Source: an optimization exercise on an open RTL-to-GDS flow (aim: a short achievable clock period and few clock cycles). Production flows keep margins and buffers that such runs may drop.
No activity file was given, so power comes from the tool's default toggle rates.

==> flow/design.v <==
module ksadd #(parameter N = 32)
             (input  [N-1:0] a, b,
              input          ci,
              output [N-1:0] y,
              output         co);
   localparam L = $clog2(N);
   wire [N*(L+1)-1:0] g, p;
   wire [N-1:0]       x = a ^ b;
   assign g[N-1:0] = (a & b) | {{(N-1){1'b0}}, x[0] & ci};
   assign p[N-1:0] = x;
   genvar i, j;
   generate
      for (i = 0; i < L; i = i + 1) begin : lvl
         for (j = 0; j < N; j = j + 1) begin : bt
            if (j >= (1 << i)) begin : m
               assign g[(i+1)*N+j] = g[i*N+j] | (p[i*N+j] & g[i*N+j-(1<<i)]);
               assign p[(i+1)*N+j] = p[i*N+j] & p[i*N+j-(1<<i)];
            end else begin : c
               assign g[(i+1)*N+j] = g[i*N+j];
               assign p[(i+1)*N+j] = p[i*N+j];
            end
         end
      end
   endgenerate
   assign y  = x ^ {g[L*N +: N-1], ci};
   assign co = g[L*N+N-1];
endmodule
module mips(input         clk, reset,
            output [31:0] pc,
            input  [31:0] instr,
            output        memwrite,
            output [31:0] memaddr,
            output [31:0] memwritedata,
            input  [31:0] memreaddata);
   reg  [31:0] pc_r;
   reg  [31:0] ras;
   assign pc = pc_r;
   wire [31:0] f_pcp4 = pc_r + 32'd4;
   wire [5:0]  f_op   = instr[31:26];
   wire [4:0]  f_rs   = instr[25:21];
   wire [4:0]  f_rt   = instr[20:16];
   wire        f_j    = (f_op == 6'h02);
   wire        f_jal  = (f_op == 6'h03);
   wire        f_beq  = (f_op == 6'h04);
   wire        f_bne  = (f_op == 6'h05);
   wire        f_jr   = (f_op == 6'h00) & (instr[5:0] == 6'h08);
   wire        f_same = (f_rs == f_rt);
   wire        f_bpred = (f_beq & f_same) | (f_bne & ~f_same);
   wire [15:0] f_blo;
   wire        f_bco;
   ksadd #(16) f_badd(.a(f_pcp4[17:2]), .b(instr[15:0]), .ci(1'b0),
                      .y(f_blo), .co(f_bco));
   wire [13:0] f_hi   = f_pcp4[31:18];
   wire [13:0] f_hinc = f_hi + 14'd1;
   wire [13:0] f_hdec = f_hi - 14'd1;
   wire [13:0] f_bhi  = (instr[15] == f_bco) ? f_hi : f_bco ? f_hinc : f_hdec;
   wire [31:0] f_btgt = {f_bhi, f_blo, f_pcp4[1:0]};
   wire [31:0] f_jtgt = {f_pcp4[31:28], instr[25:0], 2'b00};
   wire        f_taken = f_j | f_jal | f_jr | f_bpred;
   wire [31:0] f_tgt   = f_jr ? ras : (f_j | f_jal) ? f_jtgt : f_btgt;
   wire [31:0] f_alt   = f_jr ? ras : f_bpred ? f_pcp4 : f_btgt;
   reg  [31:0] rf [1:31];
   wire [31:0] f_rfs = (f_rs == 5'd0) ? 32'd0 : rf[f_rs];
   wire [31:0] f_rft = (f_rt == 5'd0) ? 32'd0 : rf[f_rt];
   reg         fd_valid;
   reg  [31:0] fd_instr, fd_pcp4, fd_alt, fd_s, fd_t;
   reg         fd_pred;
   wire [5:0]  op    = fd_instr[31:26];
   wire [4:0]  rs    = fd_instr[25:21];
   wire [4:0]  rt    = fd_instr[20:16];
   wire [4:0]  rd    = fd_instr[15:11];
   wire [5:0]  funct = fd_instr[5:0];
   wire [15:0] imm   = fd_instr[15:0];
   wire        d_r     = (op == 6'h00);
   wire        d_add_r = d_r & ((funct == 6'h20) | (funct == 6'h21));
   wire        d_sub_r = d_r & ((funct == 6'h22) | (funct == 6'h23));
   wire        d_and_r = d_r & (funct == 6'h24);
   wire        d_or_r  = d_r & (funct == 6'h25);
   wire        d_slt_r = d_r & (funct == 6'h2A);
   wire        d_jr    = d_r & (funct == 6'h08);
   wire        d_alur  = d_add_r | d_sub_r | d_and_r | d_or_r | d_slt_r;
   wire        d_addi  = (op == 6'h08) | (op == 6'h09);
   wire        d_ori   = (op == 6'h0D);
   wire        d_lui   = (op == 6'h0F);
   wire        d_lw    = (op == 6'h23);
   wire        d_sw    = (op == 6'h2B);
   wire        d_beq   = (op == 6'h04);
   wire        d_bne   = (op == 6'h05);
   wire        d_jal   = (op == 6'h03);
   wire        d_br    = d_beq | d_bne;
   wire        d_useimm = d_addi | d_ori | d_lui | d_jal;
   wire [4:0]  d_dst    = d_alur ? rd : d_jal ? 5'd31 : rt;
   wire        d_wr     = (d_alur | d_addi | d_ori | d_lui | d_lw | d_jal) &
                          (d_dst != 5'd0);
   wire [31:0] d_imm    = d_jal ? 32'd0 :
                          d_lui ? {imm, 16'd0} :
                          d_ori ? {16'd0, imm} : {{16{imm[15]}}, imm};
   reg         de_wr, de_load, de_mw, de_br, de_bne, de_jr, de_pred;
   reg         de_sub, de_and, de_or, de_slt;
   reg  [4:0]  de_dst;
   reg  [31:0] de_a, de_b, de_sd, de_addr, de_alt;
   reg         w_wr, x_wr;
   reg  [4:0]  w_dst, x_dst;
   reg  [31:0] w_res, x_res;
   wire [31:0] e_res;
   wire [31:0] d_s = (w_wr & (w_dst == rs)) ? w_res :
                     (x_wr & (x_dst == rs)) ? x_res : fd_s;
   wire [31:0] d_t = (w_wr & (w_dst == rt)) ? w_res :
                     (x_wr & (x_dst == rt)) ? x_res : fd_t;
   wire        e_fs = de_wr & (de_dst == rs);
   wire        e_ft = de_wr & (de_dst == rt);
   wire [31:0] d_a  = (e_fs & ~d_jal) ? e_res : d_jal ? fd_pcp4 : d_s;
   wire [31:0] d_b  = (e_ft & ~d_useimm) ? e_res : d_useimm ? d_imm : d_t;
   wire [31:0] d_sd = e_ft ? e_res : d_t;
   wire [15:0] d_alo;
   wire        d_aco;
   ksadd #(16) d_aadd(.a(d_s[15:0]), .b(imm), .ci(1'b0), .y(d_alo), .co(d_aco));
   wire [15:0] d_ahi  = d_s[31:16];
   wire [15:0] d_ahin = d_ahi + 16'd1;
   wire [15:0] d_ahde = d_ahi - 16'd1;
   wire [31:0] d_addr = {(imm[15] == d_aco) ? d_ahi : d_aco ? d_ahin : d_ahde,
                         d_alo};
   wire        d_stall = fd_valid & (d_lw | d_sw) & e_fs;
   wire        d_late  = e_fs | (e_ft & d_br);
   wire        d_eq    = (d_s == d_t);
   wire        d_taken = d_bne ? ~d_eq : d_eq;
   wire        d_redir = fd_valid & ~d_late &
                         ((d_br & (d_taken != fd_pred)) |
                          (d_jr & (d_s != fd_alt)));
   wire [31:0] d_tgt   = d_jr ? d_s : fd_alt;
   wire [31:0] e_bx  = (de_sub | de_slt) ? ~de_b : de_b;
   wire [31:0] e_sum;
   wire        e_co;
   ksadd #(32) e_add(.a(de_a), .b(e_bx), .ci(de_sub | de_slt), .y(e_sum), .co(e_co));
   wire        e_lt  = (de_a[31] ^ de_b[31]) ? de_a[31] : e_sum[31];
   wire [31:0] e_alu = de_and ? (de_a & de_b) :
                       de_or  ? (de_a | de_b) :
                       de_slt ? {31'd0, e_lt} : e_sum;
   assign e_res = de_load ? memreaddata : e_alu;
   wire        e_eq    = (de_a == de_b);
   wire        e_taken = de_bne ? ~e_eq : e_eq;
   wire        e_redir = (de_br & (e_taken != de_pred)) |
                         (de_jr & (de_a != de_alt));
   wire [31:0] e_tgt   = de_jr ? de_a : de_alt;
   assign memwrite     = de_mw;
   assign memaddr      = de_addr;
   assign memwritedata = de_sd;
   wire        f_kill = e_redir | d_redir;
   wire        d_go   = fd_valid & ~e_redir & ~d_stall;
   always @(posedge clk, posedge reset)
     if (reset) begin
        pc_r     <= 32'd0;
        ras      <= 32'd0;
        fd_valid <= 1'b0;
     end else begin
        if (e_redir)
          pc_r <= e_tgt;
        else if (d_redir)
          pc_r <= d_tgt;
        else if (!d_stall)
          pc_r <= f_taken ? f_tgt : f_pcp4;
        if (!d_stall & f_jal)
          ras <= f_pcp4;
        if (f_kill)
          fd_valid <= 1'b0;
        else if (!d_stall)
          fd_valid <= 1'b1;
     end
   always @(posedge clk) begin
      if (!d_stall) begin
         fd_instr <= instr;
         fd_pcp4  <= f_pcp4;
         fd_alt   <= f_alt;
         fd_pred  <= f_bpred;
         fd_s     <= f_rfs;
         fd_t     <= f_rft;
      end else begin
         fd_s     <= d_s;
         fd_t     <= d_t;
      end
   end
   always @(posedge clk, posedge reset)
     if (reset) begin
        de_wr   <= 1'b0;
        de_load <= 1'b0;
        de_mw   <= 1'b0;
        de_br   <= 1'b0;
        de_jr   <= 1'b0;
        w_wr    <= 1'b0;
        x_wr    <= 1'b0;
     end else begin
        de_wr   <= d_go & d_wr;
        de_load <= d_go & d_lw;
        de_mw   <= d_go & d_sw;
        de_br   <= d_go & d_br & d_late;
        de_jr   <= d_go & d_jr & d_late;
        w_wr    <= de_wr;
        x_wr    <= w_wr;
     end
   always @(posedge clk) begin
      de_bne  <= d_bne;
      de_pred <= fd_pred;
      de_sub  <= d_sub_r;
      de_and  <= d_and_r;
      de_or   <= d_or_r | d_ori | d_jal;
      de_slt  <= d_slt_r;
      de_dst  <= d_dst;
      de_a    <= d_a;
      de_b    <= d_b;
      de_sd   <= d_sd;
      de_addr <= d_addr;
      de_alt  <= fd_alt;
      w_dst   <= de_dst;
      w_res   <= e_res;
      x_dst   <= w_dst;
      x_res   <= w_res;
      if (w_wr)
        rf[w_dst] <= w_res;
   end
endmodule  
Settings: LEC_CHECK=0, ABC_CLOCK_PERIOD_IN_PS=3000, CAP_MARGIN=20, CORE_MARGIN=2, CORE_UTILIZATION=55, SLEW_MARGIN=20; clock period 10.0 ns.
standard.sh (not shown) runs the stock make flow with config.mk's settings and CLKGATE_MAP_FILE= SYNTH_SCRIPT=/design/flow/synth_recipe.tcl, a recipe that flattens the netlist after the stock synthesis.
==> flow/flow/run.sh <==
#!/bin/bash
# The standard layout, with these changes to how it is made:
#  - adders are left to ABC instead of being mapped to adder cells first;
#  - the port buffers are buf_4 cells instead of the delay-type cell that
#    buffer_ports picks by default (every port still gets its buffer);
set -euo pipefail
bash standard.sh ADDER_MAP_FILE= \
  "BUFFER_PORTS_ARGS=-buffer_cell sky130_fd_sc_hd__buf_4" \
  SETUP_SLACK_MARGIN=6.8 finish > standard.log 2>&1
Change:
--- a/flow/design.v
+++ b/flow/design.v
@@ -44,29 +44,27 @@
    wire        f_beq  = (f_op == 6'h04);
    wire        f_bne  = (f_op == 6'h05);
    wire        f_jr   = (f_op == 6'h00) & (instr[5:0] == 6'h08);
    wire        f_same = (f_rs == f_rt);
    wire        f_bpred = (f_beq & f_same) | (f_bne & ~f_same);
-   wire [15:0] f_blo;
-   wire        f_bco;
-   ksadd #(16) f_badd(.a(f_pcp4[17:2]), .b(instr[15:0]), .ci(1'b0),
-                      .y(f_blo), .co(f_bco));
-   wire [13:0] f_hi   = f_pcp4[31:18];
-   wire [13:0] f_hinc = f_hi + 14'd1;
-   wire [13:0] f_hdec = f_hi - 14'd1;
-   wire [13:0] f_bhi  = (instr[15] == f_bco) ? f_hi : f_bco ? f_hinc : f_hdec;
-   wire [31:0] f_btgt = {f_bhi, f_blo, f_pcp4[1:0]};
+   reg  [15:0] btb_v;
+   reg  [3:0]  btb_tag [0:15];
+   reg  [13:0] btb_tgt [0:15];
+   wire [3:0]  f_bi   = pc_r[5:2];
+   wire        f_hit  = btb_v[f_bi] & (btb_tag[f_bi] == pc_r[9:6]);
+   wire [31:0] f_btgt = {f_pcp4[31:16], btb_tgt[f_bi], 2'b00};
    wire [31:0] f_jtgt = {f_pcp4[31:28], instr[25:0], 2'b00};
-   wire        f_taken = f_j | f_jal | f_jr | f_bpred;
+   wire        f_taken = f_j | f_jal | f_jr | (f_bpred & f_hit);
    wire [31:0] f_tgt   = f_jr ? ras : (f_j | f_jal) ? f_jtgt : f_btgt;
-   wire [31:0] f_alt   = f_jr ? ras : f_bpred ? f_pcp4 : f_btgt;
+   wire [31:0] f_next  = f_taken ? f_tgt : f_pcp4;
    reg  [31:0] rf [1:31];
    wire [31:0] f_rfs = (f_rs == 5'd0) ? 32'd0 : rf[f_rs];
    wire [31:0] f_rft = (f_rt == 5'd0) ? 32'd0 : rf[f_rt];
    reg         fd_valid;
-   reg  [31:0] fd_instr, fd_pcp4, fd_alt, fd_s, fd_t;
-   reg         fd_pred;
+   reg  [31:0] fd_instr, fd_pcp4, fd_next, fd_s, fd_t;
+   reg  [7:0]  fd_pcb;
+   reg         fd_pred, fd_ftk;
    wire [5:0]  op    = fd_instr[31:26];
    wire [4:0]  rs    = fd_instr[25:21];
    wire [4:0]  rt    = fd_instr[20:16];
    wire [4:0]  rd    = fd_instr[15:11];
    wire [5:0]  funct = fd_instr[5:0];
@@ -119,17 +117,24 @@
    wire [15:0] d_ahin = d_ahi + 16'd1;
    wire [15:0] d_ahde = d_ahi - 16'd1;
    wire [31:0] d_addr = {(imm[15] == d_aco) ? d_ahi : d_aco ? d_ahin : d_ahde,
                          d_alo};
    wire        d_stall = fd_valid & (d_lw | d_sw) & e_fs;
+   wire [29:0] d_btgt30;
+   wire        d_bco;
+   ksadd #(30) d_badd(.a(fd_pcp4[31:2]), .b({{14{imm[15]}}, imm}), .ci(1'b0),
+                      .y(d_btgt30), .co(d_bco));
+   wire [31:0] d_btgt  = {d_btgt30, fd_pcp4[1:0]};
    wire        d_late  = e_fs | (e_ft & d_br);
    wire        d_eq    = (d_s == d_t);
-   wire        d_taken = d_bne ? ~d_eq : d_eq;
-   wire        d_redir = fd_valid & ~d_late &
-                         ((d_br & (d_taken != fd_pred)) |
-                          (d_jr & (d_s != fd_alt)));
-   wire [31:0] d_tgt   = d_jr ? d_s : fd_alt;
+   wire        d_taken = d_late ? fd_pred : (d_bne ? ~d_eq : d_eq);
+   wire        d_mt    = (d_btgt == fd_next);
+   wire        d_redir = fd_valid &
+                         ((d_br & (d_taken ? ~d_mt : fd_ftk)) |
+                          (d_jr & ~d_late & (d_s != fd_next)));
+   wire [31:0] d_tgt   = d_jr ? d_s : d_taken ? d_btgt : fd_pcp4;
+   wire [31:0] d_alt   = d_jr ? fd_next : fd_pred ? fd_pcp4 : d_btgt;
    wire [31:0] e_bx  = (de_sub | de_slt) ? ~de_b : de_b;
    wire [31:0] e_sum;
    wire        e_co;
    ksadd #(32) e_add(.a(de_a), .b(e_bx), .ci(de_sub | de_slt), .y(e_sum), .co(e_co));
    wire        e_lt  = (de_a[31] ^ de_b[31]) ? de_a[31] : e_sum[31];
@@ -149,18 +154,21 @@
    wire        d_go   = fd_valid & ~e_redir & ~d_stall;
    always @(posedge clk, posedge reset)
      if (reset) begin
         pc_r     <= 32'd0;
         ras      <= 32'd0;
+        btb_v    <= 16'd0;
         fd_valid <= 1'b0;
      end else begin
+        if (d_go & d_br & fd_pred)
+          btb_v[fd_pcb[3:0]] <= 1'b1;
         if (e_redir)
           pc_r <= e_tgt;
         else if (d_redir)
           pc_r <= d_tgt;
         else if (!d_stall)
-          pc_r <= f_taken ? f_tgt : f_pcp4;
+          pc_r <= f_next;
         if (!d_stall & f_jal)
           ras <= f_pcp4;
         if (f_kill)
           fd_valid <= 1'b0;
         else if (!d_stall)
@@ -168,12 +176,14 @@
      end
    always @(posedge clk) begin
       if (!d_stall) begin
          fd_instr <= instr;
          fd_pcp4  <= f_pcp4;
-         fd_alt   <= f_alt;
+         fd_next  <= f_next;
+         fd_pcb   <= pc_r[9:2];
          fd_pred  <= f_bpred;
+         fd_ftk   <= f_taken;
          fd_s     <= f_rfs;
          fd_t     <= f_rft;
       end else begin
          fd_s     <= d_s;
          fd_t     <= d_t;
@@ -207,14 +217,18 @@
       de_dst  <= d_dst;
       de_a    <= d_a;
       de_b    <= d_b;
       de_sd   <= d_sd;
       de_addr <= d_addr;
-      de_alt  <= fd_alt;
+      de_alt  <= d_alt;
       w_dst   <= de_dst;
       w_res   <= e_res;
       x_dst   <= w_dst;
       x_res   <= w_res;
       if (w_wr)
         rf[w_dst] <= w_res;
+      if (d_go & d_br & fd_pred) begin
+         btb_tag[fd_pcb[3:0]] <= fd_pcb[7:4];
+         btb_tgt[fd_pcb[3:0]] <= d_btgt[15:2];
+      end
    end
 endmodule  
=> Final area came out higher by about a fifth; clock skew rose by 0.030 ns; via count went up by about a fifth; hold slack gains 0.0055 ns; non-clock buffer count climbs by 203; total power grows by a quarter to a third; critical path depth came out higher by 1; clock-buffer cell count went up by 23; final cell count came out higher by roughly a tenth; wire length increases by about a fifth.
No functional check of the RTL was part of any run of this note.

==> what the ideal ports hide <==
In the flow no input, the clock included, has a driving cell. The finished layouts below were timed again as built, in two steps. Step 1 assumes that a clkbuf_16 drives the clock port and a buf_2 every other input. Step 2 also shifts input and output timing later by t, the mid clock arrival at the registers, as if the neighbouring blocks saw the same clock. Three values: no drivers, after step 1, after step 2; two values: the first two.
run	t, ns	setup slack, ns	worst setup path at the end	clock arrival spread, ns	slew at the worst register clock pin (ns)
the first run	0.887	5.131 / 5.159 / 4.273	input to register	0.028 / 0.029	0.07 / 0.07
the second run	0.929	5.396 / 5.396 / 5.324	input to register	0.059 / 0.059	0.07 / 0.07
After both steps setup and hold are still met in every run listed. The setup slack of the first run, which loses most, moves by +0.028 ns with the drivers and by -0.858 ns with both steps.
